This design comes from an exercise in tuning for small area and a short achievable clock period on the open sky130 flow, not from production work.
The RTL was checked by simulation tests, not by an equivalence proof against the original design.
No activity file was given, so power comes from the tool's default toggle rates.

==> flow/design.v <==
module alu(
    input [31:0] A,
    input [31:0] B,
    input [3:0] opcode,
    output [31:0] result
);
    wire op_add = (opcode == 4'd0);
    wire op_sub = (opcode == 4'd1);
    wire op_and = (opcode == 4'd2);
    wire op_or  = (opcode == 4'd3);
    wire op_xor = (opcode == 4'd4);
    wire op_nor = (opcode == 4'd5);
    wire op_not = (opcode == 4'd6);
    wire op_sll = (opcode == 4'd7);
    wire op_srl = (opcode == 4'd8) | (opcode == 4'd9);
    wire op_inc = (opcode == 4'd10);
    wire op_dec = (opcode == 4'd11);
    wire op_slt = (opcode == 4'd12);
    wire op_sgt = (opcode == 4'd13);
    wire op_lui = (opcode == 4'd14);
    wire use_b  = op_add | op_sub | op_and | op_or | op_xor | op_nor | op_slt | op_sgt;
    wire inv_b  = op_sub | op_slt | op_sgt | op_not | op_dec;
    wire cin    = op_sub | op_dec | op_slt;
    wire arith  = op_add | op_sub | op_inc | op_dec;
    wire sel_p  = arith | op_or | op_xor | op_nor | op_not;
    wire sel_g  = op_and | op_or | op_nor;
    wire [31:0] bx;
    genvar i;
    generate
        for (i = 0; i < 32; i = i + 1) begin : BX
            if (i == 2)
                assign bx[i] = (B[i] & use_b) ^ (inv_b ? 1'b1 : 1'b0) ^ (op_inc | op_dec);
            else
                assign bx[i] = (B[i] & use_b) ^ inv_b;
        end
    endgenerate
    wire [31:0] p = A ^ bx;
    wire [31:0] g = A & bx;
    wire [32:0] c;
    prefix_carry pc(.p(p), .g(g), .cin(cin), .c(c));
    wire [31:0] core = ((p & {32{sel_p}}) | (g & {32{sel_g}})) ^
                       ((c[31:0] & {32{arith}}) | {32{op_nor}});
    wire [31:0] x;
    generate
        for (i = 0; i < 32; i = i + 1) begin : XS
            assign x[i] = (A[i] & op_srl) | (A[31-i] & op_sll);
        end
    endgenerate
    wire [31:0] s = x >> B[4:0];
    wire big = |B[31:5];
    wire en_r = op_srl & ~big;
    wire en_l = op_sll & ~big;
    wire [31:0] sh;
    generate
        for (i = 0; i < 32; i = i + 1) begin : SO
            assign sh[i] = (s[i] & en_r) | (s[31-i] & en_l);
        end
    endgenerate
    wire cmp = (c[32] ^ op_slt) & (op_slt | op_sgt);
    wire [31:0] lui = {B[15:0] & {16{op_lui}}, 16'd0};
    assign result = core | sh | lui | {31'd0, cmp};
endmodule
module prefix_carry(
    input [31:0] p,
    input [31:0] g,
    input cin,
    output [32:0] c
);
    wire [31:0] g0 = {g[31:1], g[0] | (p[0] & cin)};
    reg [31:0] G, P;
    integer k, j;
    always @(*) begin
        G = g0; P = p;
        for (k = 1; k < 32; k = k * 2)
            for (j = 2*k - 1; j < 32; j = j + 2*k) begin
                G[j] = G[j] | (P[j] & G[j-k]);
                P[j] = P[j] & P[j-k];
            end
        for (k = 8; k >= 1; k = k / 2)
            for (j = 3*k - 1; j < 32; j = j + 2*k) begin
                G[j] = G[j] | (P[j] & G[j-k]);
                P[j] = P[j] & P[j-k];
            end
    end
    assign c = {G, cin};
endmodule
module register_bank(
    input clk,
    input rst,
    input [3:0] read_reg1,
    input [3:0] read_reg2,
    input [3:0] write_reg,
    input [31:0] write_data,
    input write_enable,
    output reg [31:0] data_out1,
    output reg [31:0] data_out2
);
    wire [511:0] regs_flat;
    wire [15:0] sel1 = 16'd1 << read_reg1;
    wire [15:0] sel2 = 16'd1 << read_reg2;
    wire [15:0] wsel = {15'd0, write_enable} << write_reg;
    genvar g;
    generate
        for (g = 0; g < 16; g = g + 1) begin : R
            localparam [31:0] INIT = (g == 0 || g == 15) ? 32'd0 : g * 10;
            reg [31:0] q;
            always @(posedge clk or posedge rst) begin
                if (rst)
                    q <= INIT;
                else if (wsel[g])
                    q <= write_data;
            end
            assign regs_flat[g*32 +: 32] = q;
        end
    endgenerate
    integer i;
    always @(*) begin
        data_out1 = 32'd0;
        data_out2 = 32'd0;
        for (i = 0; i < 16; i = i + 1) begin
            data_out1 = data_out1 | ({32{sel1[i]}} & regs_flat[i*32 +: 32]);
            data_out2 = data_out2 | ({32{sel2[i]}} & regs_flat[i*32 +: 32]);
        end
    end
endmodule
module top_processor(
    input clk,
    input rst,
    input [3:0] rx,      
    input [3:0] ry,      
    input [3:0] rz,      
    input [3:0] op,      
    input write_en,      
    output [31:0] result_out   
);
    wire [31:0] operand1;
    wire [31:0] operand2;
    wire [31:0] alu_result;
    reg [31:0] result_reg;
    always @(posedge clk or posedge rst) begin
        if (rst)
            result_reg <= 32'b0;
        else
            result_reg <= alu_result;
    end
    register_bank reg_bank(
        .clk(clk),
        .rst(rst),
        .read_reg1(ry),
        .read_reg2(rz),
        .write_reg(rx),
        .write_data(alu_result),
        .write_enable(write_en),
        .data_out1(operand1),
        .data_out2(operand2)
    );
    alu alu_unit(
        .A(operand1),
        .B(operand2),
        .opcode(op),
        .result(alu_result)
    );
    assign result_out = result_reg;
endmodule
==> flow/run.sh <==
#!/bin/bash
# synth_recipe.tcl (not shown) runs the flow's synth.tcl, then flattens the netlist and writes it again
# the make line also repeats each setting of config.mk as NAME=value (left out here)
make -C /OpenROAD-flow-scripts/flow DESIGN_CONFIG=/design/flow/config.mk WORK_HOME=/design/flow/orfs CLKGATE_MAP_FILE= SYNTH_SCRIPT=/design/flow/synth_recipe.tcl finish
==> flow/config.mk <==
export PLATFORM = sky130hd
export DESIGN_NAME = top_processor
export DESIGN_NICKNAME = top_processor
export VERILOG_FILES = /design/flow/design.v
export SDC_FILE = /design/flow/constraint.sdc
export NUM_CORES = 4
export LEC_CHECK = 0
export CAP_MARGIN = 20
export CORE_MARGIN = 2
export CORE_UTILIZATION = 40
export SLEW_MARGIN = 20
==> flow/constraint.sdc <==
create_clock -name core_clock -period 8.0 [get_ports {clk}]
set_input_delay 1.6000 -clock core_clock [delete_from_list [all_inputs] [get_ports {clk}]]
set_output_delay 1.6000 -clock core_clock [all_outputs]
set_load 0.01 [all_outputs]
==> results of run 1 <==
-- per-layer routing --
metal	vias up	part of all wire [%]
li1	15640	-
met1	19025	37
met2	3508	39
met3	943	15
met4	4	8.6
met5	-	0.011
-- through the flow --
| stage | setup TNS (ns) | setup WS, ns | hold WS (ns) | utilization (%) |
|---|---|---|---|---|
| 2_1_floorplan | -483.38 | -0.965 | 0.452 | - |
| 3_3_place_gp | 0 | 0.319 | 0.471 | 44.2 |
| 3_5_place_dp | 0 | 0.693 | 0.476 | 44.2 |
| 4_1_cts | 0 | 1.35 | 0.486 | 46.5 |
| 5_1_grt | 0 | 1.00 | 0.513 | 46.5 |
| 6_report | 0 | 0.921 | 0.483 | 46.5 |
-- critical path, delay by kind of cell --
kind / cells / cell delay (ns)
buf+inv: 4 / 1.18
fa+ha+maj: 1 / 0.53
compound gates: 8 / 2.10
xor+xnor: 1 / 0.18
simple gates: 5 / 1.92
-- logic make-up (layout without fill, tap and decap cells) --
logic type,Yosys count,count (layout)
AND/OR/NAND/NOR,1442,1442
AO/OA/AOI/OAI,1387,1387
flip-flops,544,544
buffers and inverters,414,513
multiplexers,233,233
XOR/XNOR,61,61
adder cells (fa/ha/maj),32,32
other,0,15
-- final timing paths --
path                                            end           startpoint  slack, ns
worst min-delay path            reg_bank.R[12].q[6]  reg_bank.R[12].q[6]       0.48
worst max register to register  reg_bank.R[6].q[13]  reg_bank.R[15].q[2]       2.40
worst min register to register  reg_bank.R[12].q[6]  reg_bank.R[12].q[6]       0.48
worst max-delay path            reg_bank.R[6].q[13]                ry[1]       0.92
min in group asynchronous       reg_bank.R[14].q[1]                  rst       1.34
max in group asynchronous       reg_bank.R[7].q[27]                  rst       5.05
-- power by group through the flow --
stage	sequential, mW	clock, mW	combinational, mW
global placement	5.10	0	5.73
floorplan	4.52	0	3.39
finish	5.16	2.91	6.03
CTS	5.06	2.92	5.76
global route	5.18	3.03	6.31
detailed placement	5.09	0	5.73
-- cells in the final DEF (no fill, tap or decap), types with 28 or more instances in the layout --
master and count:
mux2_2 39, dfstp_2 43, a31oi_1 304, o21ai_0 150
mux2i_1 170, ha_1 32, o22ai_1 80, clkdlybuf4s50_1 42
clkbuf_16 63, nor3_1 62, nand3_1 93, buf_4 303
a221oi_1 36, a22oi_1 176, o21ai_1 29, a21oi_1 223
nand3b_1 44, xnor2_1 34, a32oi_1 45, a22o_1 35
dfrtp_1 501, and3_1 28, nor2_1 610, and2_1 31
nand2_1 321
-- layout make-up --
cell class	instances	area share (%)
antenna	15	0.0926
timing repair buffer	367	7.71
multi-input combinational	3155	49.7
clock buffer	83	4.27
inverter	32	0.305
sequential	544	33.7
clock inverter	31	0.700
tap	1155	3.56
-- synth_stat cells, types with 27 or more instances --
| cell type | instances |
|---|---|
| o32ai_1 | 27 |
| a22oi_1 | 176 |
| clkbuf_1 | 222 |
| ha_1 | 32 |
| nand3_1 | 95 |
| a22o_1 | 35 |
| and3_1 | 28 |
| o22ai_1 | 80 |
| a32oi_1 | 45 |
| mux2_2 | 39 |
| o21ai_1 | 29 |
| nor2b_1 | 32 |
| o21ai_0 | 150 |
| dfrtp_1 | 501 |
| a21oi_1 | 226 |
| nand2_1 | 322 |
| xnor2_1 | 35 |
| mux2i_1 | 170 |
| nand3b_1 | 44 |
| a221oi_1 | 39 |
| inv_1 | 28 |
| nand2b_1 | 27 |
| a31oi_1 | 304 |
| nor3_1 | 67 |
| nor2_1 | 626 |
| buf_2 | 121 |
| and2_1 | 31 |
| dfstp_2 | 43 |
| a211oi_1 | 31 |
==> key figures, run 1 <==
Run status
  – Status: finished clean

Power
  – Switch Pwr: 6.41 mW
  – Share of power burned in registers: 36.6%
  – Clock power share: 20.6%
  – Sw Ratio: 45.4%
  – Leakage power: 16.4 nW
  – Tot Pwr: 14.1 mW
  – Int Pwr: 7.70 mW
  – Comb power frac: 42.8%
  – Pwr Density: 348 nW/um^2
  – Maximum vdd drop: 0.214 mV

Yosys
  – Post-synthesis sequential area ratio: 38.7%
  – Syn_nets: 4,164
  – Post-synth EDFFs: 0
  – Synth area leader: dfrtp_1
  – Synth top area cells: dfrtp_1, nor2_1, a31oi_1
  – Fraction of registers with async set/reset: 100%
  – Synthesized area per cell: 8.59 um^2
  – Mux cell area share after synthesis: 7.35%
  – Post-Synth XOR/XNOR Area: 1.51%
  – Largest family of logic cells by synthesized area: compound AO/OA/AOI/OAI gates
  – Mapped Area: 35,300 um^2
  – Post-Synth Adder-Cell Area: 1.13%
  – Synthesized instance count: 4,113
  – Yosys reg bits: 544
  – YS warnings: 3
  – Yosys top cell area share: 35.5%
  – Synth Area in Simple Gates: 19.1%
  – Top_reg_cell synth: dfrtp_1
  – Synth cell types: 99
  – Post-synthesis compound-gate area fraction: 27.0%

Layout
  – Layout Cells excl Fill: 5,382
  – Area delta synth->final: 14.8%
  – Layout cells sized above 1: 15.6%
  – Number of fillers in the final layout: 8,561
  – Max reg flops: 512
  – Sequential cell area: 13,700 um^2
  – Multi-input logic area: 20,100 um^2
  – Nets@finish: 4,212
  – Finished Cell Area: 40,500 um^2

Worst setup path
  – Type of destination of the critical path: flip-flop
  – WP data arrival: 7.57 ns
  – CP Cell Sequence: buf_4, nand3b_1, o22ai_1, a311oi_1, nand3_1, ha_1, a21o_1, a21oi_1, o22ai_1, or2_2, nor2b_1, o311ai_0, buf_4, nand2_1, xnor2_1, buf_4, a21oi_1, buf_12, a31oi_1
  – WP data required: 8.49 ns
  – Crit-path max cell delay: 0.75 ns
  – Top cell by count, worst path: buf_4
  – Crit-path slowest cell: nand3b_1
  – Worst-path maximum fanout: 52
  – Reg2Reg Depth: 21
  – CP Class: in2reg
  – Startpoint Class: input port

Clock network
  – Num CTS Buffers: 61
  – Hold_buf cts: 0
  – Post-CTS Setup Bufs: 0
  – H-tree Lvls: 2
  – Worst-Skew Late Latency: 0.68 ns
  – Root buffer cell: clkbuf_16
  – CTS Buffer Depth: 3
  – Post-cts sizing count: 0
  – Clock Sinks: 544
  – Worst-path clk slew: 0.07 ns
  – TritonCTS clock tree: yes

GRT
  – First-pass GRT wire length: 292 mm
  – Met2 Use GR: 62.4%
  – M1 GR Usage: 59.0%
  – Most Crowded Layer GR: met2
  – Initial antenna violation count: 13
  – Vias in the first global route: 35,454
  – GRT met3 Usage: 18.6%
  – Grt ovf: 0
  – Largest net degree at the start of global routing: 138
  – Gr usage total: 45.9%

Floorplanning
  – Die X: 301 um
  – Initial Util: 40.5%
  – Core area: 87,200 um^2
  – Die Ht: 301 um
  – # IOs: 51
  – FP Rows: 108
  – Total die area: 90,700 um^2

Place
  – # placed instances: 5,253
  – I/O Buffers: 50
  – Post-DP Area: 38,500 um^2
  – DP HPWL: 152 mm
  – GP Congestion: 1.08

STA
  – Slew @ Worst Pin: 1.25 ns
  – Max-slew violations: 0
  – Maximum achievable frequency: 0.141 GHz
  – Final setup fails: 0
  – Crit path time final: 7.08 ns
  – Fin crit share: 88.5%
  – Final Hold Vio Count: 0
  – Clock skew: 0.0228 ns
  – Slew margin rel.: 16.8%
  – RSZ-0062 raised after global routing: no

Min path
  – Hold Path Class: reg2reg
  – Worst Hold Depth: 2

Drt
  – DR vias/cell: 7.27
  – Initial DRT Pass Iterations: 11
  – DRC viols: 0
  – DR WL/cell: 39.5 um
  – Via count: 39,120
  – Post-route antenna net violation count: 0
  – DR iter-0 viols: 7,398
  – WL final: 213 mm

Run
  – MaxCap Viol Count: 0
==> inputs of run 2 (changes only) <==
==> flow/flow/run.sh (new file) <==
#!/bin/bash
# Own flow: the standard ORFS flow, except that ABC maps the logic with an
# area-recovering script (flow/abc_area.scr) instead of ORFS's delay-first one.
# Registers are mapped by the unchanged dfflibmap step, so their names and cells
# are those of the standard synthesis.
set -euo pipefail
W=$(pwd)
F=$W/flow
{
  cat <<'T'
proc abc {args} {
  set i [lsearch $args -script]
  if {$i >= 0} { lset args [expr {$i + 1}] $::env(OWN_ABC_SCRIPT) }
  yosys abc {*}$args
}
T
  cat "$W/synth_recipe.tcl"
} > "$W/own_synth.tcl"
sed "s#$W/synth_recipe.tcl#$W/own_synth.tcl#g" "$W/standard.sh" > "$W/own_standard.sh"
grep -q own_synth.tcl "$W/own_standard.sh"
export OWN_ABC_SCRIPT=$F/abc_area.scr
bash "$W/own_standard.sh" > "$W/flow.log" 2>&1
==> flow/flow/abc_area.scr (new file) <==
&get -n
&st
&dch
&nf -R 1000
&put
topo
stime -c
==> flow/standard.sh (new file) <==
#!/bin/bash
# synth_recipe.tcl (not shown) runs the flow's synth.tcl, then flattens the netlist and writes it again
# the make line also repeats each setting of config.mk as NAME=value (left out here)
make -C /OpenROAD-flow-scripts/flow DESIGN_CONFIG=/design/flow/config.mk WORK_HOME=/design/flow/orfs CLKGATE_MAP_FILE= SYNTH_SCRIPT=/design/flow/synth_recipe.tcl "${@:-finish}"
removed: flow/run.sh
==> run 2 against run 1 <==
Via count decreased by 28%. Clock skew grew 0.026 ns. Sequential power shrank 13%. First-iteration DRC count fell by 33%. Utilization up 2.7 points. Combinational power down 44%. Die area shrank 22%. Maximum frequency shrank 4.9%. Hold slack gained 0.0075 ns. Final cell count fell by 21%. Highest routed layer unchanged. Non-clock buffer count fell by 105. Largest power group is now sequential cells. Largest cell class unchanged. Critical path depth is 11 higher.
==> key figures, run 2 <==
Floorplanning
  – Die X: 267 um (-11%)
  – FP Rows: 96 (-11%)
  – Initial Util: 40.3% (-0.18 points)
  – Total die area: 71,200 um^2 (-22%)
  – Core area: 68,500 um^2 (-21%)
  – Die Ht: 267 um (-11%)
  – # IOs: 51 (unchanged)

Layout
  – Layout cells sized above 1: 12.6% (-2.9 points)
  – Post-layout util: 49.2% (+2.7 points)
  – Multi-input logic area: 14,200 um^2 (-29%)
  – Max reg flops: 512 (unchanged)
  – Sequential cell area: 13,700 um^2 (unchanged)
  – Area delta synth->final: 21.9%
  – Number of fillers in the final layout: 6,438 (-25%)
  – Nets@finish: 3,359 (-20%)
  – Most frequent cells in the layout: dfrtp_1, nand2_1, nor2_1
  – Most common cell after layout, fill and taps aside: dfrtp_1

Clock network
  – Root buffer cell: clkbuf_16
  – Worst-path clk slew: 0.06 ns (about the same)
  – Worst-Skew Late Latency: 0.66 ns (-0.02 ns)
  – Hold_buf cts: 0 (unchanged)
  – TritonCTS clock tree: yes
  – CTS Buffer Depth: 3 (unchanged)
  – Post-CTS Setup Bufs: 0 (unchanged)
  – Post-cts sizing count: 0 (unchanged)
  – Clock Sinks: 544 (unchanged)
  – Num CTS Buffers: 59 (-3.3%)
  – H-tree Lvls: 2 (unchanged)

Yosys
  – Yosys top cell area share: 45.4% (+9.9 points)
  – Synth cell types: 49 (-51%)
  – Post-synthesis sequential area ratio: 49.5% (+11 points)
  – Synthesized instance count: 2,985 (-27%)
  – Synth top area cells: dfrtp_1, nand2_1, a222oi_1
  – Top_reg_cell synth: dfrtp_1
  – Synthesized area per cell: 9.25 um^2 (+7.7%)
  – Fraction of registers with async set/reset: 100% (unchanged)
  – Post-synth top cells: dfrtp_1, nand2_1, nor2_1
  – Post-synth EDFFs: 0 (unchanged)
  – YS warnings: 3 (unchanged)
  – Yosys reg bits: 544 (unchanged)
  – Count leader, synth: dfrtp_1
  – Mapped Area: 27,600 um^2 (-22%)
  – Syn_nets: 3,036 (-27%)
  – Synth area leader: dfrtp_1

Drt
  – WL final: 123 mm (-42%)
  – DR WL/cell: 29.1 um (-26%)
  – DR iter-0 viols: 4,923 (-33%)
  – DR vias/cell: 6.68 (-8.1%)
  – DRC viols: 0 (unchanged)
  – Initial DRT Pass Iterations: 9 (-2)
  – Via count: 28,323 (-28%)
  – Post-route antenna net violation count: 0 (unchanged)

Worst setup path
  – Type of destination of the critical path: flip-flop
  – Crit-path slowest cell: clkdlybuf4s50_1
  – WP data required: 8.50 ns (about the same)
  – Worst-path maximum fanout: 17 (-67%)
  – WP buf/inv: 4 (unchanged)
  – Top delay family on crit path: compound AO/OA/AOI/OAI gates
  – Crit-path max cell delay: 0.44 ns (-0.31 ns)
  – Startpoint Class: input port
  – CP Class: in2reg
  – WP data arrival: 7.94 ns (+0.37 ns)

STA
  – Clock skew: 0.0487 ns (+0.0260 ns)
  – Max-slew violations: 0 (unchanged)
  – Fin crit share: 93.0% (+4.5 points)
  – Fin Hold WS: 0.490 ns (+0.00747 ns)
  – Crit path time final: 7.44 ns (+0.362 ns)
  – Maximum achievable frequency: 0.134 GHz (-4.9%)
  – Final Hold Vio Count: 0 (unchanged)
  – Slew margin rel.: 33.2% (+16 points)
  – Slew @ Worst Pin: 1.00 ns (-0.243 ns)
  – RSZ-0062 raised after global routing: no
  – Final setup fails: 0 (unchanged)

Run status
  – Status: finished clean

Power
  – Int Pwr: 6.70 mW (-13%)
  – Maximum vdd drop: 0.242 mV (+13%)
  – Share of power burned in registers: 41.7% (+5.1 points)
  – Tot Pwr: 10.8 mW (-23%)
  – Leakage power: 14.0 nW (-14%)
  – Clock power share: 26.8% (+6.2 points)
  – Switch Pwr: 4.10 mW (-36%)
  – Pwr Density: 321 nW/um^2 (-7.9%)
  – Sw Ratio: 38.0% (-7.5 points)
  – Comb power frac: 31.5% (-11 points)

Place
  – GP Congestion: 1.06 (-2.0%)
  – I/O Buffers: 50 (unchanged)
  – DP HPWL: 81.1 mm (-47%)

GRT
  – Vias in the first global route: 27,653 (-22%)
  – First-pass GRT wire length: 181 mm (-38%)
  – Grt ovf: 0 (unchanged)
  – Initial antenna violation count: 3 (-10)
  – Gr usage total: 34.4% (-11 points)
  – Largest net degree at the start of global routing: 184 (+33%)

Run
  – MaxCap Viol Count: 0 (unchanged)

Min path
  – Hold Path Class: reg2reg
run 2: changes by cell type after synthesis, sizes merged, moves of 53 or more:
cell	delta
nand2	+176
clkbuf	-222
a31oi	-308
clkinv	+54
a21oi	+105
mux2i	-136
nor2	-255
a222oi	+158
buf	-160
nor3	-55
o22ai	-65
nand3	-53
o21ai	+144
run 2: power groups by stage:
stage | Clock (mW) | Combinational (mW) | Sequential [mW]
after detailed placement | 0 | 3.32 | 4.50
after CTS | 2.93 | 3.33 | 4.46
after floorplan | 0 | 1.98 | 4.32
after global routing | 3.04 | 3.71 | 4.60
after global placement | 0 | 3.24 | 4.45
final | 2.90 | 3.40 | 4.50
run 2: worst paths after layout:
check / startpoint / to / slack [ns] / cells after the start
setup reg to reg: reg_bank.R[1].q[4] / reg_bank.R[13].q[23] / 1.85 / 27
max in group asynchronous: rst / reg_bank.R[6].q[1] / 5.10 / 3
hold / removal: reg_bank.R[11].q[6] / reg_bank.R[11].q[6] / 0.49 / 2
setup / recovery: rz[0] / reg_bank.R[13].q[23] / 0.56 / 30
hold reg to reg: reg_bank.R[11].q[6] / reg_bank.R[11].q[6] / 0.49 / 2
min in group asynchronous: rst / result_reg[28] / 1.47 / 2
run 2: kinds of logic after synthesis:
group / after synthesis / share of synthesized area [%]
xor gates and xnor gates: 60 / 1.90
DFF: 544 / 49.5
adders and majority gates: 32 / 1.45
muxes: 43 / 1.60
buffers and inverters: 54 / 0.734
and+or+nand+nor: 1089 / 16.7
AOI/OAI and AO/OA: 1163 / 28.1
run 2: final cells by class:
class	count	share of cell area (%)
multi-input combinational	2387	42.2
sequential	544	40.6
timing repair buffer	262	7.13
clock buffer	84	5.11
tap	882	3.28
clock inverter	27	1.02
inverter	54	0.650
antenna	1	0.00743
run 2: worst register-to-register path: stages, from the launching register on:
cell       delay, ns
dfrtp_1         0.41
a222oi_1        0.37
nand3_1         0.14
a221o_1         0.35
a221o_1         0.27
a221oi_1        0.25
nand4_1         0.22
a221oi_4        0.25
nor2_1          0.09
xor2_1          0.15
ha_1            0.34
nand2_1         0.09
o21ai_1         0.13
a31oi_1         0.26
nor3_1          0.08
a2111oi_0       0.38
buf_4           0.19
o21ai_0         0.13
buf_4           0.19
a21boi_0        0.26
or2_0           0.18
o22ai_1         0.10
a221oi_1        0.30
xnor2_1         0.17
o211ai_1        0.13
a21oi_1         0.26
buf_12          0.19
o21ai_0         0.12
run 2: layer usage:
| layer | part of all wire, % | vias to the layer above | track usage [%] |
|---|---|---|---|
| met3 | 11 | 499 | 7.88 |
| met4 | 7.4 | 4 | 22.6 |
| li1 | - | 12151 | - |
| met2 | 44 | 1918 | 52.6 |
| met5 | 0.022 | - | 0 |
| met1 | 38 | 13751 | 43.9 |
run 2: metrics by stage:
| step | cell area, um^2 | setup slack, ns | TNS, ns | instances |
|---|---|---|---|---|
| final | 33700 | 0.558 | 0 | 4241 |
| after global routing | 33700 | 0.0523 | 0 | 4240 |
| after CTS | 33600 | 0.426 | 0 | 4239 |
| after detailed placement | 31600 | -0.191 | -7.32 | 4128 |
| after global placement | 31600 | -0.311 | -17.84 | 4128 |
| after floorplan | 27800 | 0.0289 | 0 | 2985 |
==> inputs of run 3 (changes only) <==
--- a/flow/design.v
+++ b/flow/design.v
@@ -27,7 +27,7 @@
     wire [31:0] bx;
     genvar i;
     generate
-        for (i = 0; i < 32; i = i + 1) begin : BX
+        for (i = 0; i < 32; i = i + 1) begin : BXG
             if (i == 2)
                 assign bx[i] = (B[i] & use_b) ^ (inv_b ? 1'b1 : 1'b0) ^ (op_inc | op_dec);
             else
@@ -66,23 +66,24 @@
     input cin,
     output [32:0] c
 );
-    wire [31:0] g0 = {g[31:1], g[0] | (p[0] & cin)};
-    reg [31:0] G, P;
-    integer k, j;
-    always @(*) begin
-        G = g0; P = p;
-        for (k = 1; k < 32; k = k * 2)
-            for (j = 2*k - 1; j < 32; j = j + 2*k) begin
-                G[j] = G[j] | (P[j] & G[j-k]);
-                P[j] = P[j] & P[j-k];
-            end
-        for (k = 8; k >= 1; k = k / 2)
-            for (j = 3*k - 1; j < 32; j = j + 2*k) begin
-                G[j] = G[j] | (P[j] & G[j-k]);
-                P[j] = P[j] & P[j-k];
-            end
-    end
-    assign c = {G, cin};
+    function [32:0] carries(input [31:0] pv, input [31:0] gv, input ci);
+        reg [31:0] G, P;
+        integer l, j, m;
+        begin
+            G = gv;
+            G[0] = gv[0] | (pv[0] & ci);
+            P = pv;
+            for (l = 0; l < 5; l = l + 1)
+                for (j = 0; j < 32; j = j + 1)
+                    if (((j >> l) & 1) == 1) begin
+                        m = ((j >> l) << l) - 1;
+                        G[j] = G[j] | (P[j] & G[m]);
+                        P[j] = P[j] & P[m];
+                    end
+            carries = {G, ci};
+        end
+    endfunction
+    assign c = carries(p, g, cin);
 endmodule
 module register_bank(
     input clk,
==> run 3 against run 2 <==
Still clean on timing, DRC and antenna. Cell area grew 0.53%. First-iteration DRC count is 2.0% lower. Combinational power up 7.1%. Flip-flop and latch count is the same. Clock skew decreased by 0.014 ns. Clock power up 4%. Critical path depth increased by 2. Critical path type unchanged. Highest routed layer is now met4.
==> key figures, run 3 <==
Run status
  – Status: finished clean

Place
  – # placed instances: 4,112 (-0.39%)
  – I/O Buffers: 50 (unchanged)
  – DP HPWL: 77.9 mm (-4.0%)
  – GP Congestion: 1.03 (-3.4%)
  – Post-DP Area: 31,700 um^2 (+0.30%)

STA
  – Clock skew: 0.0346 ns (-0.0141 ns)
  – Crit path time final: 7.58 ns (+0.139 ns)
  – Max-slew violations: 0 (unchanged)
  – RSZ-0062 raised after global routing: no
  – Final Hold Vio Count: 0 (unchanged)
  – Fin crit share: 94.8% (+1.7 points)
  – Slew margin rel.: 29.9% (-3.4 points)
  – Maximum achievable frequency: 0.132 GHz (-1.8%)
  – Setup_tns: 0 ns (unchanged)
  – Final setup fails: 0 (unchanged)
  – Slew @ Worst Pin: 1.05 ns (+0.0503 ns)

Min path
  – Hold Path Class: reg2reg

GRT
  – Largest net degree at the start of global routing: 190 (+3.3%)
  – First-pass GRT wire length: 180 mm (-0.53%)
  – Initial antenna violation count: 2 (-1)
  – Grt ovf: 0 (unchanged)
  – Vias in the first global route: 26,907 (-2.7%)
  – Gr usage total: 34.1% (-0.29 points)

Drt
  – Initial DRT Pass Iterations: 12 (+3)
  – WL final: 123 mm (-0.57%)
  – Post-route antenna net violation count: 0 (unchanged)
  – DR WL/cell: 29.1 um (-0.17%)
  – Via count: 28,011 (-1.1%)
  – DRC viols: 0 (unchanged)
  – DR vias/cell: 6.63 (-0.70%)
  – DR iter-0 viols: 4,825 (-2.0%)

Yosys
  – Yosys reg bits: 544 (unchanged)
  – Fraction of registers with async set/reset: 100% (unchanged)
  – Synth area leader: dfrtp_1
  – Syn_nets: 3,020 (-0.53%)
  – Synthesized area per cell: 9.29 um^2 (+0.43%)
  – Top_reg_cell synth: dfrtp_1
  – Mapped Area: 27,600 um^2 (-0.11%)
  – Synth cell types: 53 (+8.2%)
  – Synth top area cells: dfrtp_1, nand2_1, a21oi_1
  – Post-synth top cells: dfrtp_1, nand2_1, nor2_1
  – Post-synthesis sequential area ratio: 49.5% (+0.056 points)
  – Yosys top cell area share: 45.4% (+0.051 points)
  – Synthesized instance count: 2,969 (-0.54%)
  – Count leader, synth: dfrtp_1
  – YS warnings: 3 (unchanged)
  – Post-synth EDFFs: 0 (unchanged)

Clock network
  – Worst-Skew Late Latency: 0.66 ns (about the same)
  – Worst-path clk slew: 0.06 ns (about the same)
  – CTS Buffer Depth: 3 (unchanged)
  – TritonCTS clock tree: yes
  – Root buffer cell: clkbuf_16
  – Num CTS Buffers: 58 (-1.7%)
  – H-tree Lvls: 2 (unchanged)
  – Clock Sinks: 544 (unchanged)

Power
  – Clock power share: 26.9% (about the same)
  – Comb power frac: 32.6% (+1.1 points)
  – Switch Pwr: 4.26 mW (+4.1%)
  – Leakage power: 14.0 nW (+0.13%)
  – Share of power burned in registers: 40.5% (-1.2 points)
  – Maximum vdd drop: 0.179 mV (-26%)
  – Pwr Density: 330 nW/um^2 (+3.0%)
  – Int Pwr: 6.91 mW (+3.3%)
  – Sw Ratio: 38.1% (+0.19 points)

Layout
  – Number of fillers in the final layout: 6,294 (-2.2%)
  – Finished Cell Area: 33,900 um^2 (+0.53%)
  – Max reg flops: 512 (unchanged)
  – Multi-input logic area: 14,200 um^2 (-0.11%)
  – Sequential cell area: 13,700 um^2 (unchanged)
  – Layout Cells excl Fill: 4,224 (-0.40%)
  – Area delta synth->final: 22.7%
  – Layout cells sized above 1: 12.9% (+0.31 points)
  – Most common cell after layout, fill and taps aside: dfrtp_1
  – Post-layout util: 49.4% (+0.26 points)
  – Most frequent cells in the layout: dfrtp_1, nand2_1, nor2_1
  – Nets@finish: 3,343 (-0.48%)

Worst setup path
  – Type of destination of the critical path: flip-flop
  – Crit-path max cell delay: 0.57 ns (+0.13 ns)
  – WP data arrival: 8.08 ns (+0.14 ns)
  – Top cell by count, worst path: nor2_1
  – Crit-path slowest cell: a222oi_1
  – CP Class: in2reg
  – Startpoint Class: input port
  – WP data required: 8.50 ns (about the same)
  – Worst-path maximum fanout: 17 (unchanged)

Floorplanning
  – Die Ht: 267 um (about the same)
  – Total die area: 71,100 um^2 (-0.11%)
  – Initial Util: 40.3% (-0.046 points)
  – # IOs: 51 (unchanged)
  – Core area: 68,500 um^2 (unchanged)
  – FP Rows: 96 (unchanged)
  – Die X: 267 um (about the same)

Run
  – MaxCap Viol Count: 0 (unchanged)
## run 3: cell types whose count changed in the layout (fill, tap and decap cells not counted), moves of 8 or more
cell and change:
o21ai_0 -19, nand3_1 +9, nand2_1 -21, a221o_1 +20
buf_12 +9, buf_4 -8, a222oi_1 -11
## run 3: critical path: cells and delay by family
kind,cells,cell delay [ns]
AO/OA/AOI/OAI,14,3.67
AND/OR/NAND/NOR,11,1.26
XOR/XNOR,2,0.24
adder cells (fa/ha/maj),1,0.26
buffers and inverters,4,1.02
## run 3: final timing paths
| check | from | endpoint | slack [ns] | cells after the start |
|---|---|---|---|---|
| min | reg_bank.R[8].q[6] | reg_bank.R[8].q[6] | 0.49 | 2 |
| min reg2reg | reg_bank.R[8].q[6] | reg_bank.R[8].q[6] | 0.49 | 2 |
| max reg2reg | reg_bank.R[2].q[3] | reg_bank.R[15].q[25] | 1.71 | 29 |
| min in group asynchronous | rst | result_reg[28] | 1.57 | 2 |
| max | rz[3] | reg_bank.R[15].q[25] | 0.42 | 32 |
| max in group asynchronous | rst | reg_bank.R[13].q[14] | 4.84 | 3 |
## run 3: cell type report
class                      count  area share, %
antenna                        2         0.0148
multi-input combinational   2371           42.0
tap                          882           3.26
clock inverter                28           1.35
sequential                   544           40.4
clock buffer                  80           4.95
inverter                      54          0.647
timing repair buffer         263           7.46
## run 3: through the flow
step | hold WS (ns) | total power, mW | setup slack, ns
final | 0.493 | 11.2 | 0.419
after global routing | 0.507 | 11.7 | 0.0468
after CTS | 0.496 | 11.1 | 0.187
after detailed placement | 0.489 | 8.08 | -0.460
after global placement | 0.476 | 7.94 | -0.261
after floorplan | 0.466 | 6.38 | 0.0126
## run 3: cell families after synthesis
group,synth area share (%)
AND/OR/NAND/NOR,16.3
buffers and inverters,0.735
AO/OA/AOI/OAI,28.6
adder cells (fa/ha/maj),1.45
multiplexers,1.33
XOR/XNOR,2.03
flip-flops,49.5
## run 3: power groups by stage
stage | registers (mW) | clock network, mW | logic (mW)
detailed placement | 4.53 | 0 | 3.55
global route | 4.63 | 3.14 | 3.96
CTS | 4.49 | 3.04 | 3.56
floorplan | 4.34 | 0 | 2.04
global placement | 4.47 | 0 | 3.47
finish | 4.53 | 3.01 | 3.64
## run 3: repair_timing
item | in CTS | in global routing
setup buffers | 0 | 1
hold buffers | 0 | 0
resized for setup | 0 | 4
endpoints found under the setup margin | 0 | 272
endpoints found under the hold margin | 0 | 0
## run 3: per-layer routing
metal | up-vias | share of wire [%] | GRT usage [%] | routed length, um
met5 | - | 0 | 0 | 0
met4 | 0 | 5.3 | 16.4 | 6470
met3 | 385 | 12 | 8.28 | 14400
met2 | 1849 | 44 | 51.9 | 53900
met1 | 13642 | 39 | 45.8 | 48000
li1 | 12135 | - | - | -
==> inputs of run 4 (changes only) <==
--- a/flow/design.v
+++ b/flow/design.v
@@ -93,8 +93,8 @@
     input [3:0] write_reg,
     input [31:0] write_data,
     input write_enable,
-    output reg [31:0] data_out1,
-    output reg [31:0] data_out2
+    output [31:0] data_out1,
+    output [31:0] data_out2
 );
     wire [511:0] regs_flat;
     wire [15:0] sel1 = 16'd1 << read_reg1;
@@ -114,15 +114,17 @@
             assign regs_flat[g*32 +: 32] = q;
         end
     endgenerate
-    integer i;
-    always @(*) begin
-        data_out1 = 32'd0;
-        data_out2 = 32'd0;
-        for (i = 0; i < 16; i = i + 1) begin
-            data_out1 = data_out1 | ({32{sel1[i]}} & regs_flat[i*32 +: 32]);
-            data_out2 = data_out2 | ({32{sel2[i]}} & regs_flat[i*32 +: 32]);
+    genvar b, r;
+    generate
+        for (b = 0; b < 32; b = b + 1) begin : RD
+            wire [15:0] col;
+            for (r = 0; r < 16; r = r + 1) begin : C
+                assign col[r] = regs_flat[r*32 + b];
+            end
+            assign data_out1[b] = |(sel1 & col);
+            assign data_out2[b] = |(sel2 & col);
         end
-    end
+    endgenerate
 endmodule
 module top_processor(
     input clk,
--- a/flow/config.mk
+++ b/flow/config.mk
@@ -7,5 +7,7 @@
 export LEC_CHECK = 0
 export CAP_MARGIN = 20
 export CORE_MARGIN = 2
-export CORE_UTILIZATION = 40
+export CORE_UTILIZATION = 55
+export CTS_BUF_LIST = sky130_fd_sc_hd__clkbuf_8
+export SETUP_SLACK_MARGIN = 2.5
 export SLEW_MARGIN = 20
==> run 4 against run 3 <==
Critical endpoint is now reg_bank.R[14].q[28]. Register-to-register slack better by 1.7 ns. First-iteration DRC count is 33% higher. Sequential power hardly changed. Synthesized area is 0.71% higher. Die area is 26% lower. Worst setup slack better by 1.9 ns. Via count is 8.0% higher. Utilization is 22 points higher.
==> key figures, run 4 <==
Clock network
  – Worst-path clk slew: 0.07 ns (about the same)
  – CTS Buffer Depth: 3 (unchanged)
  – Root buffer cell: clkbuf_8
  – Worst-Skew Late Latency: 0.73 ns (+0.07 ns)
  – Num CTS Buffers: 90 (+55%)
  – H-tree Lvls: 3 (+1)
  – TritonCTS clock tree: yes
  – Clock Sinks: 544 (unchanged)

Power
  – Tot Pwr: 10.9 mW (-2.2%)
  – Maximum vdd drop: 0.219 mV (+22%)
  – Leakage power: 15.3 nW (+9.3%)
  – Pwr Density: 306 nW/um^2 (-7.3%)

Drt
  – DR WL/cell: 30.6 um (+5.3%)
  – Initial DRT Pass Iterations: 11 (-1)
  – WL final: 129 mm (+4.8%)
  – DRC viols: 0 (unchanged)
  – Post-route antenna net violation count: 0 (unchanged)
  – DR vias/cell: 7.20 (+8.6%)
  – DR iter-0 viols: 6,425 (+33%)
  – Via count: 30,265 (+8.0%)

Yosys
  – Synth top area cells: dfrtp_1, a222oi_1, nand2_1
  – Yosys reg bits: 544 (unchanged)
  – Yosys top cell area share: 45.1% (-0.32 points)
  – Mapped Area: 27,800 um^2 (+0.71%)
  – Synth area leader: dfrtp_1
  – Synth cell types: 52 (-1.9%)
  – Post-synth top cells: dfrtp_1, nand2_1, nor2_1
  – Syn_nets: 3,063 (+1.4%)
  – Synthesized area per cell: 9.22 um^2 (-0.73%)
  – Synthesized instance count: 3,012 (+1.4%)
  – Post-synthesis sequential area ratio: 49.2% (-0.35 points)
  – Fraction of registers with async set/reset: 100% (unchanged)
  – Top_reg_cell synth: dfrtp_1
  – YS warnings: 3 (unchanged)
  – Post-synth EDFFs: 0 (unchanged)
  – Count leader, synth: dfrtp_1

Layout
  – Area delta synth->final: 28.5%
  – Layout Cells excl Fill: 4,204 (-0.47%)
  – Nets@finish: 3,504 (+4.8%)
  – Layout cells sized above 1: 20.2% (+7.3 points)
  – Finished Cell Area: 35,700 um^2 (+5.5%)
  – Max reg flops: 512 (unchanged)
  – Most common cell after layout, fill and taps aside: dfrtp_1
  – Most frequent cells in the layout: dfrtp_1, nand2_1, nor2_1

Worst setup path
  – Type of destination of the critical path: flip-flop
  – Startpoint Class: input port
  – WP data required: 8.57 ns (+0.07 ns)
  – WP data arrival: 6.26 ns (-1.82 ns)
  – Worst-path maximum fanout: 11 (-6)
  – CP Class: in2reg

STA
  – Final setup fails: 0 (unchanged)
  – RSZ-0062 raised after global routing: yes
  – Crit path time final: 5.69 ns (-1.89 ns)
  – Final Hold Vio Count: 0 (unchanged)
  – Clock skew: 0.0456 ns (+0.0110 ns)
  – Slew margin rel.: 28.4% (-1.5 points)
  – Fin Hold WS: 0.492 ns (-0.00148 ns)
  – Setup_tns: 0 ns (unchanged)
  – Slew @ Worst Pin: 1.07 ns (+0.0228 ns)
  – Fin crit share: 71.2% (-24 points)
  – Max-slew violations: 0 (unchanged)
  – Maximum achievable frequency: 0.176 GHz (+33%)

GRT
  – First-pass GRT wire length: 183 mm (+1.7%)
  – Grt ovf: 0 (unchanged)
  – Initial antenna violation count: 5 (+3)
  – Gr usage total: 47.2% (+13 points)
  – Largest net degree at the start of global routing: 178 (-6.3%)
  – Vias in the first global route: 28,323 (+5.3%)

Place
  – GP Congestion: 1.02 (-1.0%)
  – DP HPWL: 73.9 mm (-5.1%)
  – I/O Buffers: 50 (unchanged)
  – Post-DP Area: 31,000 um^2 (-2.0%)
  – # placed instances: 3,869 (-5.9%)

Floorplanning
  – Die Ht: 229 um (-14%)
  – FP Rows: 82 (-15%)
  – # IOs: 51 (unchanged)
  – Total die area: 52,300 um^2 (-26%)
  – Die X: 229 um (-14%)
  – Core area: 50,000 um^2 (-27%)
  – Initial Util: 55.6% (+15 points)

Run status
  – Status: finished clean

Min path
  – Hold Path Class: reg2reg

Run
  – MaxCap Viol Count: 0 (unchanged)
## run 4: cell count changes after synthesis, sizes merged, moves of 16 or more
cell    change
mux2i      +40
o22ai      +36
nor2b      +32
nor3       +23
clkinv     +21
a21oi      -68
a22oi      -20
o21ai      +19
nor2       +16
nand2      -25
a22o       +37
a221o      -66
nand3      +44
## run 4: final timing paths
kind,startpoint,end,slack (ns),cells after the start
hold reg to reg,reg_bank.R[9].q[3],reg_bank.R[9].q[3],0.49,2
min in group asynchronous,rst,reg_bank.R[10].q[23],1.43,2
hold / removal,reg_bank.R[9].q[3],reg_bank.R[9].q[3],0.49,2
max in group asynchronous,rst,reg_bank.R[0].q[24],5.23,3
setup / recovery,rz[2],reg_bank.R[14].q[28],2.31,22
setup reg to reg,reg_bank.R[14].q[1],reg_bank.R[14].q[28],3.41,19
## run 4: per-stage QoR
stage / util, % / worst slack [ns]
global placement: 62.1 / 0.486
detailed placement: 62.1 / 0.327
global route: 71.4 / 2.23
floorplan: - / 1.36
CTS: 69.0 / 2.51
finish: 71.4 / 2.31
## run 4: final cells by class
cell class / instances / area, um^2
diodes: 3 / 7.51
clock buffers: 113 / 1560
clock inverters: 55 / 348
fillers: 3804 / 14300
inverters: 75 / 315
multi-input cells: 2402 / 15400
flip-flops and latches: 544 / 13700
well taps: 672 / 841
repair buffers: 340 / 3530
## run 4: logic make-up (layout without fill, tap and decap cells)
family | after synthesis | count (layout) | share of synthesized area, %
AO/OA/AOI/OAI | 1113 | 1113 | 26.7
AND/OR/NAND/NOR | 1111 | 1120 | 16.9
flip-flops | 544 | 544 | 49.2
buffers and inverters | 75 | 583 | 1.01
multiplexers | 74 | 74 | 2.68
XOR/XNOR | 63 | 63 | 1.99
adder cells (fa/ha/maj) | 32 | 32 | 1.44
other | 0 | 3 | 0
## run 4: worst max-delay path, cell delays in order
cell and delay, ns:
buf_12 0.13, clkbuf_16 0.18, and3_4 0.30, a222oi_1 0.52, nand3_1 0.30, nor2_4 0.16, nor2_1 0.09, xnor2_2 0.21
ha_4 0.24, a21o_1 0.17, a21o_1 0.20, a21oi_4 0.20, o21ai_2 0.10, a221o_1 0.42, nand4_1 0.13, nand2_2 0.09
and3_4 0.18, a221oi_2 0.27, xor2_1 0.15, nor3_4 0.33, buf_6 0.19, o21ai_0 0.08
## run 4: what timing repair did
action	4_1_cts	5_1_grt
endpoints found under the setup margin	544	507
buffers inserted	96	46
gates cloned	14	8
hold buffers	0	0
pin swaps	74	99
resized for setup	162	156
## run 4: per-layer routing
layer | global-route usage [%] | share of wire [%]
met1 | 59.5 | 35
met2 | 68.1 | 42
met3 | 18.3 | 16
met4 | 29.7 | 8.1
met5 | 0 | 0.024
## run 4: where the power goes
part | internal (mW) | switching [mW]
registers | 3.73 | 0.806
logic | 1.50 | 2.32
clock network | 1.38 | 1.20
total | 6.60 | 4.33
==> inputs of run 5 (changes only) <==
--- a/flow/config.mk
+++ b/flow/config.mk
@@ -7,7 +7,9 @@
 export LEC_CHECK = 0
 export CAP_MARGIN = 20
 export CORE_MARGIN = 2
-export CORE_UTILIZATION = 55
-export CTS_BUF_LIST = sky130_fd_sc_hd__clkbuf_8
+export CORE_UTILIZATION = 45
+export CTS_BUF_LIST = sky130_fd_sc_hd__clkbuf_16
+export CTS_CLUSTER_DIAMETER = 80
+export CTS_CLUSTER_SIZE = 24
 export SETUP_SLACK_MARGIN = 2.5
 export SLEW_MARGIN = 20
==> run 5 against run 4 <==
Still clean. Critical path depth grew 2. Utilization shrank 13 points. Cell area about the same.
==> key figures, run 5 <==
Clock network
  – H-tree Lvls: 2 (-1)
  – Worst-Skew Late Latency: 0.60 ns (-0.13 ns)
  – Root buffer cell: clkbuf_16
  – TritonCTS clock tree: yes
  – Worst-path clk slew: 0.09 ns (+0.02 ns)
  – Hold_buf cts: 0 (unchanged)
  – Clock Sinks: 544 (unchanged)
  – Num CTS Buffers: 34 (-62%)
  – CTS Buffer Depth: 3 (unchanged)

Yosys
  – YS warnings: 3 (unchanged)
  – Syn_nets: 3,063 (unchanged)
  – Count leader, synth: dfrtp_1
  – Yosys top cell area share: 45.1% (unchanged)
  – Post-synthesis sequential area ratio: 49.2% (unchanged)
  – Synthesized instance count: 3,012 (unchanged)
  – Fraction of registers with async set/reset: 100% (unchanged)
  – Synthesized area per cell: 9.22 um^2 (unchanged)
  – Synth cell types: 52 (unchanged)
  – Top_reg_cell synth: dfrtp_1
  – Synth top area cells: dfrtp_1, a222oi_1, nand2_1
  – Post-synth top cells: dfrtp_1, nand2_1, nor2_1
  – Mapped Area: 27,800 um^2 (unchanged)
  – Synth area leader: dfrtp_1
  – Yosys reg bits: 544 (unchanged)
  – Post-synth EDFFs: 0 (unchanged)

STA
  – Fin crit share: 73.0% (+1.8 points)
  – Max-slew violations: 0 (unchanged)
  – Clock skew: 0.0300 ns (-0.0156 ns)
  – Final setup fails: 0 (unchanged)
  – Crit path time final: 5.84 ns (+0.146 ns)
  – Slew margin rel.: 24.4% (-4.0 points)
  – Final Hold Vio Count: 0 (unchanged)
  – Setup_tns: 0 ns (unchanged)
  – RSZ-0062 raised after global routing: yes
  – Fin Hold WS: 0.494 ns (+0.00266 ns)
  – Maximum achievable frequency: 0.171 GHz (-2.5%)
  – Slew @ Worst Pin: 1.13 ns (+0.0593 ns)

Power
  – Share of power burned in registers: 43.0% (+1.5 points)
  – Sw Ratio: 40.8% (+1.2 points)
  – Comb power frac: 38.5% (+3.6 points)
  – Clock power share: 18.5% (-5.1 points)
  – Pwr Density: 298 nW/um^2 (-2.6%)
  – Leakage power: 14.9 nW (-2.5%)
  – Switch Pwr: 4.35 mW (+0.43%)
  – Int Pwr: 6.31 mW (-4.5%)
  – Maximum vdd drop: 0.236 mV (+8.1%)

Layout
  – Layout cells sized above 1: 20.0% (-0.19 points)
  – Finished Cell Area: 35,700 um^2 (about the same)
  – Nets@finish: 3,446 (-1.7%)
  – Area delta synth->final: 28.6% (about the same)
  – Most common cell after layout, fill and taps aside: dfrtp_1
  – Max reg flops: 512 (unchanged)
  – Most frequent cells in the layout: dfrtp_1, nand2_1, nor2_1
  – Number of fillers in the final layout: 5,382 (+41%)
  – Layout Cells excl Fill: 4,211 (+0.17%)

Worst setup path
  – WP data required: 8.46 ns (-0.11 ns)
  – Top delay family on crit path: compound AO/OA/AOI/OAI gates
  – Worst R2R Start: reg_bank.R[0].q[0]
  – CP Cell Sequence: clkdlybuf4s15_1, clkinv_2, buf_12, and3_4, a222oi_1, nand3_1, nor2_2, clkinv_2, ha_4, a21o_1, a21o_1, a21o_1, a21oi_2, o21ai_4, a221o_1, nand4_1, nand2_2, buf_4, buf_4, a311oi_4, xnor2_2, a21oi_4, buf_12, o21ai_0
  – RR Endpoint: reg_bank.R[15].q[0]
  – Reg2Reg Depth: 20 (+1)
  – WP buf/inv: 7 (+4)
  – Worst reg2reg setup slack: 3.39 ns (-0.02 ns)
  – Crit. path cell count: 24 (+9.1%)
  – WP data arrival: 6.30 ns (+0.04 ns)
  – Crit-path slowest cell: a221o_1
  – Crit. Startpoint: ry[3]
  – Top cell by count, worst path: a21o_1
  – Startpoint Class: input port
  – Crit-path max cell delay: 0.46 ns (-0.06 ns)
  – Type of destination of the critical path: flip-flop
  – CP Class: in2reg
  – Worst-path maximum fanout: 17 (+6)
  – Critical path endpoint: reg_bank.R[15].q[0]

Drt
  – DR vias/cell: 6.97 (-3.2%)
  – Via count: 29,338 (-3.1%)
  – Post-route antenna net violation count: 0 (unchanged)
  – DRC viols: 0 (unchanged)
  – Initial DRT Pass Iterations: 11 (unchanged)
  – DR WL/cell: 32.0 um (+4.4%)
  – DR iter-0 viols: 5,361 (-17%)
  – WL final: 135 mm (+4.6%)

Floorplanning
  – Total die area: 63,700 um^2 (+22%)
  – Die X: 252 um (+10%)
  – Core area: 61,400 um^2 (+23%)
  – Die Ht: 252 um (+10%)
  – FP Rows: 91 (+11%)
  – # IOs: 51 (unchanged)
  – Initial Util: 45.3% (-10 points)

Place
  – DP HPWL: 76.8 mm (+3.9%)
  – GP Congestion: 1.02 (-0.14%)
  – Post-DP Area: 31,400 um^2 (+1.2%)
  – I/O Buffers: 50 (unchanged)
  – # placed instances: 3,995 (+3.3%)

Run status
  – Status: finished clean

GRT
  – Largest net degree at the start of global routing: 166 (-6.7%)
  – Initial antenna violation count: 3 (-2)
  – First-pass GRT wire length: 191 mm (+4.3%)
  – Vias in the first global route: 27,643 (-2.4%)
  – Grt ovf: 0 (unchanged)
  – Gr usage total: 41.1% (-6.1 points)

Min path
  – Hold_sp: reg_bank.R[8].q[6]
  – Hold Path Class: reg2reg

Run
  – MaxCap Viol Count: 0 (unchanged)
run 5: per-stage QoR:
stage	setup slack, ns	utilization (%)	power (mW)
final	2.16	58.2	10.7
after global routing	2.09	58.2	11.1
after CTS	2.38	56.2	10.1
after detailed placement	0.460	51.1	7.80
after global placement	0.614	51.1	7.71
after floorplan	1.36	-	6.34
run 5: how the worst min path moves through the flow:
stage / cells after the start / endpoint / slack [ns]
6_report: 2 / reg_bank.R[8].q[6] / 0.49
3_3_place_gp: 2 / reg_bank.R[11].q[5] / 0.48
5_1_grt: 2 / reg_bank.R[13].q[7] / 0.52
4_1_cts: 2 / reg_bank.R[8].q[6] / 0.50
2_1_floorplan: 2 / reg_bank.R[13].q[1] / 0.47
3_5_place_dp: 2 / reg_bank.R[10].q[5] / 0.49
run 5: cell families (layout without fill, tap and decap cells):
family / count (synthesis) / in the layout / synth area share [%]
DFF: 544 / 544 / 49.2
xor gates and xnor gates: 63 / 63 / 1.99
buffers and inverters: 75 / 476 / 1.01
other: 0 / 3 / 0
adders and majority gates: 32 / 32 / 1.44
AOI/OAI and AO/OA: 1113 / 1113 / 26.7
muxes: 74 / 74 / 2.68
and+or+nand+nor: 1111 / 1116 / 16.9
run 5: area by class of cell:
type	count	area, um^2	share of cell area, %
antenna	3	7.51	0.0210
sequential	544	13700	38.3
inverter	75	315	0.883
timing repair buffer	342	3930	11.0
multi-input combinational	2398	15700	43.9
tap	790	988	2.77
clock buffer	35	876	2.45
clock inverter	24	267	0.746
run 5: power groups by stage:
stage | sequential [mW] | combinational [mW] | clock, mW
after floorplan | 4.32 | 2.02 | 0
after global placement | 4.52 | 3.19 | 0
after detailed placement | 4.55 | 3.25 | 0
after CTS | 4.51 | 3.56 | 1.99
after global routing | 4.65 | 4.39 | 2.08
final | 4.58 | 4.10 | 1.97
run 5: worst min-delay path, stage by stage, from the launching register on:
cell and delay, ns:
dfstp_2 0.38, nand2_1 0.05, o21ai_0 0.06
run 5: layer usage:
metal / global-route usage [%] / routed length [um] / up-vias / share of wire, %
li1: - / - / 12315 / -
met5: 0 / 13 / - / 0.0097
met3: 10.8 / 16700 / 533 / 12
met2: 61.5 / 58200 / 2174 / 43
met1: 53.7 / 50400 / 14314 / 37
met4: 24.3 / 9280 / 2 / 6.9
run 5: repair_timing:
action                                  CTS  global route
resized for setup                       205           207
endpoints found under the setup margin  544           456
pin swaps                                77            75
cloned                                   17            15
setup buffers                            97            25
==> inputs of run 6 (changes only) <==
--- a/flow/config.mk
+++ b/flow/config.mk
@@ -11,5 +11,5 @@
 export CTS_BUF_LIST = sky130_fd_sc_hd__clkbuf_16
 export CTS_CLUSTER_DIAMETER = 80
 export CTS_CLUSTER_SIZE = 24
-export SETUP_SLACK_MARGIN = 2.5
+export SETUP_SLACK_MARGIN = 2.8
 export SLEW_MARGIN = 20
==> run 6 against run 5 <==
Still clean. Non-clock buffer count up 71. Synthesized cell count unchanged. First-iteration DRC count up 4.6%. Final cell count up 1.8%. Routed wire length up 3.7%. Worst setup slack better by 0.056 ns. Clock power about the same. Die area unchanged. Flip-flop and latch count unchanged. Via count up 3.1%. Critical path depth up 1. Count of clock-buffer cells in the layout unchanged. Critical path type unchanged. Largest power group unchanged.
==> key figures, run 6 <==
Run status
  – Status: finished clean

Drt
  – Initial DRT Pass Iterations: 10 (-1)
  – Via count: 30,260 (+3.1%)
  – DR iter-0 viols: 5,610 (+4.6%)
  – DR WL/cell: 32.6 um (+1.9%)
  – DR vias/cell: 7.06 (+1.4%)
  – DRC viols: 0 (unchanged)
  – WL final: 140 mm (+3.7%)
  – Post-route antenna net violation count: 0 (unchanged)

Clock network
  – TritonCTS clock tree: yes
  – Root buffer cell: clkbuf_16
  – Worst-path clk slew: 0.08 ns (about the same)
  – Hold_buf cts: 0 (unchanged)
  – Num CTS Buffers: 34 (unchanged)
  – CTS Buffer Depth: 3 (unchanged)
  – Clock Sinks: 544 (unchanged)
  – H-tree Lvls: 2 (unchanged)
  – Worst-Skew Late Latency: 0.60 ns (about the same)

STA
  – Setup_tns: 0 ns (unchanged)
  – Fin crit share: 72.3% (-0.70 points)
  – Max-slew violations: 0 (unchanged)
  – Clock skew: 0.0294 ns (-0.000635 ns)
  – Final Hold Vio Count: 0 (unchanged)
  – Slew margin rel.: 21.0% (-3.4 points)
  – Maximum achievable frequency: 0.173 GHz (+0.96%)
  – Final setup fails: 0 (unchanged)
  – Crit path time final: 5.78 ns (-0.0558 ns)
  – Final worst slack: 2.22 ns (+0.0558 ns)
  – RSZ-0062 raised after global routing: yes
  – Slew @ Worst Pin: 1.19 ns (+0.0514 ns)

Worst setup path
  – Startpoint Class: input port
  – WP data arrival: 6.22 ns (-0.08 ns)
  – Critical path endpoint: reg_bank.R[5].q[28]
  – Worst reg2reg setup slack: 3.47 ns (+0.08 ns)
  – Crit-path slowest cell: a221o_1
  – Reg2Reg Depth: 21 (+5.0%)
  – Type of destination of the critical path: flip-flop
  – RR Endpoint: reg_bank.R[5].q[28]
  – Worst R2R Start: reg_bank.R[5].q[0]
  – CP Class: in2reg
  – WP data required: 8.44 ns (-0.02 ns)
  – Crit-path max cell delay: 0.43 ns (-0.03 ns)
  – Worst-path maximum fanout: 8 (-9)
  – Crit. Startpoint: rz[3]

Power
  – Sw Ratio: 41.0% (+0.23 points)
  – Int Pwr: 6.45 mW (+2.3%)
  – Switch Pwr: 4.49 mW (+3.2%)
  – Maximum vdd drop: 0.237 mV (+0.22%)
  – Tot Pwr: 10.9 mW (+2.7%)
  – Clock power share: 18.0% (-0.5 points)
  – Comb power frac: 40.0% (+1.5 points)
  – Share of power burned in registers: 42.0% (-1.0 points)
  – Pwr Density: 295 nW/um^2 (-0.92%)
  – Leakage power: 15.4 nW (+3.3%)

GRT
  – Vias in the first global route: 28,069 (+1.5%)
  – First-pass GRT wire length: 193 mm (+1.0%)
  – Initial antenna violation count: 3 (unchanged)
  – Grt ovf: 0 (unchanged)
  – Gr usage total: 41.5% (+0.42 points)
  – Largest net degree at the start of global routing: 166 (unchanged)

Yosys
  – Count leader, synth: dfrtp_1
  – Post-synth EDFFs: 0 (unchanged)
  – Synth cell types: 52 (unchanged)
  – Post-synth top cells: dfrtp_1, nand2_1, nor2_1
  – Syn_nets: 3,063 (unchanged)
  – Post-synthesis sequential area ratio: 49.2% (unchanged)
  – Mapped Area: 27,800 um^2 (unchanged)
  – Fraction of registers with async set/reset: 100% (unchanged)
  – Yosys top cell area share: 45.1% (unchanged)
  – Synth area leader: dfrtp_1
  – Synth top area cells: dfrtp_1, a222oi_1, nand2_1
  – YS warnings: 3 (unchanged)
  – Yosys reg bits: 544 (unchanged)
  – Synthesized area per cell: 9.22 um^2 (unchanged)
  – Synthesized instance count: 3,012 (unchanged)
  – Top_reg_cell synth: dfrtp_1

Floorplanning
  – Die Ht: 252 um (unchanged)
  – Initial Util: 45.3% (unchanged)
  – Total die area: 63,700 um^2 (unchanged)
  – Core area: 61,400 um^2 (unchanged)
  – FP Rows: 91 (unchanged)
  – Die X: 252 um (unchanged)
  – # IOs: 51 (unchanged)

Layout
  – Nets@finish: 3,518 (+2.1%)
  – Most common cell after layout, fill and taps aside: dfrtp_1
  – Most frequent cells in the layout: dfrtp_1, nand2_1, nor2_1
  – Area delta synth->final: 33.2%
  – Layout cells sized above 1: 23.8% (+3.8 points)
  – Post-layout util: 60.3% (+2.1 points)
  – Max reg flops: 512 (unchanged)

Run
  – MaxCap Viol Count: 0 (unchanged)

Place
  – Placement Setup Slack: 0.460 ns (unchanged)
  – DP HPWL: 76.8 mm (unchanged)
  – I/O Buffers: 50 (unchanged)
  – GP Congestion: 1.02 (unchanged)

Min path
  – Hold Path Class: reg2reg
run 6: cell counts after synthesis:
Identical to the previous run, type by type.
run 6: layer usage:
layer	vias up	share of wire (%)	GRT usage (%)
li1	12494	-	-
met4	4	7.6	24.4
met5	-	0.011	0
met1	14738	37	54.3
met3	618	13	10.9
met2	2406	43	62.0
run 6: what timing repair did:
| item | 4_1_cts | 5_1_grt |
|---|---|---|
| buffers inserted | 114 | 69 |
| cloned | 24 | 19 |
| setup endpoints to repair | 544 | 544 |
| resized for setup | 307 | 285 |
| pin swaps | 98 | 112 |
run 6: logic make-up (layout without fill, tap and decap cells):
group | count (synthesis) | after routing | share of synthesized area (%)
AND/OR/NAND/NOR | 1111 | 1117 | 16.9
AO/OA/AOI/OAI | 1113 | 1113 | 26.7
adder cells (fa/ha/maj) | 32 | 32 | 1.44
multiplexers | 74 | 74 | 2.68
other | 0 | 5 | 0
XOR/XNOR | 63 | 63 | 1.99
buffers and inverters | 75 | 547 | 1.01
flip-flops | 544 | 544 | 49.2
run 6: critical path: cells and delay by family:
family,cells,cell delay (ns)
buf+inv,5,0.73
simple gates,9,1.49
compound gates,8,1.70
xor+xnor,2,0.41
fa+ha+maj,1,0.27
run 6: final cells by class:
class                   instances  area [um^2]
fillers                      5233        24400
multi-input cells            2399        16100
flip-flops and latches        544        13700
repair buffers                413         4730
well taps                     790          988
clock buffers                  35          876
inverters                      75          330
clock inverters                24          267
diodes                          5         12.5
run 6: how the worst min path moves through the flow:
| stage | cells past startpoint | end | from |
|---|---|---|---|
| 2_1_floorplan | 2 | reg_bank.R[13].q[1] | reg_bank.R[13].q[1] |
| 3_3_place_gp | 2 | reg_bank.R[11].q[5] | reg_bank.R[11].q[5] |
| 3_5_place_dp | 2 | reg_bank.R[10].q[5] | reg_bank.R[10].q[5] |
| 4_1_cts | 2 | reg_bank.R[8].q[6] | reg_bank.R[8].q[6] |
| 5_1_grt | 2 | reg_bank.R[12].q[4] | reg_bank.R[12].q[4] |
| 6_report | 2 | reg_bank.R[12].q[4] | reg_bank.R[12].q[4] |
run 6: metrics by stage:
| step | hold slack, ns | cell area [um^2] | cells |
|---|---|---|---|
| 5_1_grt | 0.515 | 37000 | 4280 |
| 2_1_floorplan | 0.467 | 28300 | 3012 |
| 6_report | 0.481 | 37000 | 4285 |
| 3_5_place_dp | 0.486 | 31400 | 3995 |
| 4_1_cts | 0.498 | 35100 | 4192 |
| 3_3_place_gp | 0.477 | 31400 | 3995 |
run 6: power by group through the flow:
stage               sequential [mW]  combinational (mW)  clock, mW
global placement               4.52                3.19          0
global route                   4.66                4.66       2.08
finish                         4.59                4.38       1.97
detailed placement             4.55                3.25          0
CTS                            4.52                3.77       1.99
floorplan                      4.32                2.02          0
==> inputs of run 7 (changes only) <==
--- a/flow/config.mk
+++ b/flow/config.mk
@@ -7,9 +7,9 @@
 export LEC_CHECK = 0
 export CAP_MARGIN = 20
 export CORE_MARGIN = 2
-export CORE_UTILIZATION = 45
+export CORE_UTILIZATION = 55
 export CTS_BUF_LIST = sky130_fd_sc_hd__clkbuf_16
 export CTS_CLUSTER_DIAMETER = 80
 export CTS_CLUSTER_SIZE = 24
-export SETUP_SLACK_MARGIN = 2.8
+export SETUP_SLACK_MARGIN = 2.5
 export SLEW_MARGIN = 20
==> run 7 against run 6 <==
Still clean. Register-to-register slack worse by 0.26 ns. Sequential power down 1%. Final cell count down 3.3%. Utilization up 12 points. Global-route usage up 6.3 points.
==> key figures, run 7 <==
Layout
  – Sequential cell area: 13,700 um^2 (unchanged)
  – Number of fillers in the final layout: 3,689 (-30%)
  – Most common cell after layout, fill and taps aside: dfrtp_1
  – Nets@finish: 3,499 (-0.54%)
  – Area delta synth->final: 29.8%
  – Max reg flops: 512 (unchanged)
  – Multi-input logic area: 16,000 um^2 (-1.1%)
  – Most frequent cells in the layout: dfrtp_1, nand2_1, nor2_1

Yosys
  – Synthesized instance count: 3,012 (unchanged)
  – Yosys reg bits: 544 (unchanged)
  – Post-synth top cells: dfrtp_1, nand2_1, nor2_1
  – Synth cell types: 52 (unchanged)
  – Count leader, synth: dfrtp_1
  – Synth area leader: dfrtp_1
  – YS warnings: 3 (unchanged)
  – Fraction of registers with async set/reset: 100% (unchanged)
  – Synthesized area per cell: 9.22 um^2 (unchanged)
  – Yosys top cell area share: 45.1% (unchanged)
  – Synth top area cells: dfrtp_1, a222oi_1, nand2_1
  – Top_reg_cell synth: dfrtp_1

Worst setup path
  – WP data arrival: 6.32 ns (+0.10 ns)
  – Crit-path slowest cell: a222oi_1
  – WP data required: 8.48 ns (+0.04 ns)
  – CP Class: in2reg
  – Worst-path maximum fanout: 8 (unchanged)
  – WP buf/inv: 5 (unchanged)
  – Type of destination of the critical path: flip-flop
  – Top delay family on crit path: compound AO/OA/AOI/OAI gates
  – Crit-path max cell delay: 0.45 ns (+0.02 ns)

GRT
  – Gr usage total: 47.8% (+6.3 points)
  – Vias in the first global route: 28,411 (+1.2%)
  – First-pass GRT wire length: 186 mm (-3.6%)
  – Grt ovf: 0 (unchanged)
  – Largest net degree at the start of global routing: 178 (+7.2%)

Clock network
  – Num CTS Buffers: 29 (-15%)
  – Worst-path clk slew: 0.10 ns (+0.02 ns)
  – Hold_buf cts: 0 (unchanged)
  – Worst-Skew Late Latency: 0.63 ns (+0.03 ns)
  – Root buffer cell: clkbuf_16

Drt
  – Via count: 30,601 (+1.1%)
  – DR iter-0 viols: 6,326 (+13%)
  – WL final: 131 mm (-5.8%)
  – Initial DRT Pass Iterations: 14 (+4)
  – DR vias/cell: 7.38 (+4.6%)
  – DR WL/cell: 31.7 um (-2.6%)
  – Post-route antenna net violation count: 0 (unchanged)
  – DRC viols: 0 (unchanged)

Floorplanning
  – Initial Util: 55.6% (+10 points)
  – Die Ht: 229 um (-9.4%)
  – Total die area: 52,300 um^2 (-18%)
  – # IOs: 51 (unchanged)
  – Die X: 229 um (-9.4%)
  – FP Rows: 82 (-9.9%)

Run status
  – Status: finished clean

STA
  – RSZ-0062 raised after global routing: yes
  – Fin Hold WS: 0.494 ns (+0.0129 ns)
  – Final worst slack: 2.16 ns (-0.0573 ns)
  – Slew @ Worst Pin: 1.09 ns (-0.0972 ns)
  – Max-slew violations: 0 (unchanged)
  – Slew margin rel.: 27.5% (+6.5 points)
  – Clock skew: 0.0212 ns (-0.00818 ns)
  – Crit path time final: 5.84 ns (+0.0573 ns)
  – Final Hold Vio Count: 0 (unchanged)
  – Maximum achievable frequency: 0.171 GHz (-0.98%)

Power
  – Maximum vdd drop: 0.248 mV (+4.8%)
  – Pwr Density: 291 nW/um^2 (-1.4%)
  – Tot Pwr: 10.5 mW (-3.9%)

Min path
  – Hold Path Class: reg2reg

Place
  – Placement Setup Slack: 0.327 ns (-0.133 ns)
  – DP HPWL: 73.9 mm (-3.8%)

Run
  – MaxCap Viol Count: 0 (unchanged)
-- run 7: kinds of logic after synthesis --
family          Yosys count  synth area share [%]
buf+inv                  75                  1.01
xor+xnor                 63                  1.99
mux                      74                  2.68
compound gates         1113                  26.7
fa+ha+maj                32                  1.44
flops                   544                  49.2
simple gates           1111                  16.9
-- run 7: timing repair --
action                                  in CTS  in global routing
gates cloned                                20                 17
pin swaps                                   88                119
endpoints found under the setup margin     544                488
gates resized for setup                    223                277
setup buffers                              130                 53
-- run 7: worst register-to-register path, cell delays in order, from the launching register on --
cell and delay, ns:
dfrtp_1 0.45, a222oi_1 0.54, nand3_1 0.26, nor2_4 0.20, nor2_2 0.06, xnor2_2 0.20, ha_4 0.23, a21o_1 0.17
a21o_1 0.17, a21o_1 0.19, a21oi_4 0.20, o21ai_2 0.10, a221o_1 0.40, nand4_1 0.13, nand2_2 0.10, and3_4 0.18
a221oi_2 0.28, xor2_1 0.15, nor3_4 0.34, buf_6 0.23, o21ai_1 0.07
-- run 7: where the power goes --
| part | total [mW] | internal, mW | switching, mW | leakage, nW |
|---|---|---|---|---|
| logic | 4.22 | 1.72 | 2.51 | 8.04 |
| clock network | 1.75 | 0.776 | 0.976 | 0.497 |
| registers | 4.53 | 3.72 | 0.817 | 6.74 |
| total | 10.5 | 6.21 | 4.30 | 15.3 |
-- run 7: final timing paths --
path                               startpoint              endpoint  cells after the start
hold reg to reg            reg_bank.R[9].q[3]    reg_bank.R[9].q[3]                      2
max in group asynchronous                 rst   reg_bank.R[6].q[24]                      3
setup / recovery                        rz[3]   reg_bank.R[8].q[28]                     25
min in group asynchronous                 rst  reg_bank.R[15].q[23]                      2
hold / removal             reg_bank.R[9].q[3]    reg_bank.R[9].q[3]                      2
setup reg to reg           reg_bank.R[2].q[0]   reg_bank.R[8].q[28]                     20
-- run 7: stage by stage --
step / util, % / cell area (um^2) / instances
after floorplan: - / 28300 / 3012
after global placement: 62.1 / 31000 / 3869
after detailed placement: 62.1 / 31000 / 3869
after CTS: 68.5 / 34200 / 4070
after global routing: 72.2 / 36100 / 4140
final: 72.2 / 36100 / 4144
-- run 7: area by class of cell --
type                       instances  share of cell area (%)
antenna                            4                  0.0278
multi-input combinational       2403                    44.3
tap                              672                    2.33
timing repair buffer             395                    12.0
inverter                          75                   0.888
sequential                       544                    37.9
clock inverter                    22                   0.607
clock buffer                      29                    2.01
-- run 7: metal layers --
layer / wire length (um) / GRT usage, %
met1: 45100 / 60.7
met2: 55000 / 69.3
met3: 20400 / 16.7
met4: 10800 / 31.1
met5: 193 / 1.01

Setup slack of run 7, layout unchanged: 2.158 ns with ideal ports, 2.163 ns with driving cells assumed (clock clkbuf_16, inputs buf_2), 1.478 ns with port delays also shifted by the 0.685 ns mid clock arrival.
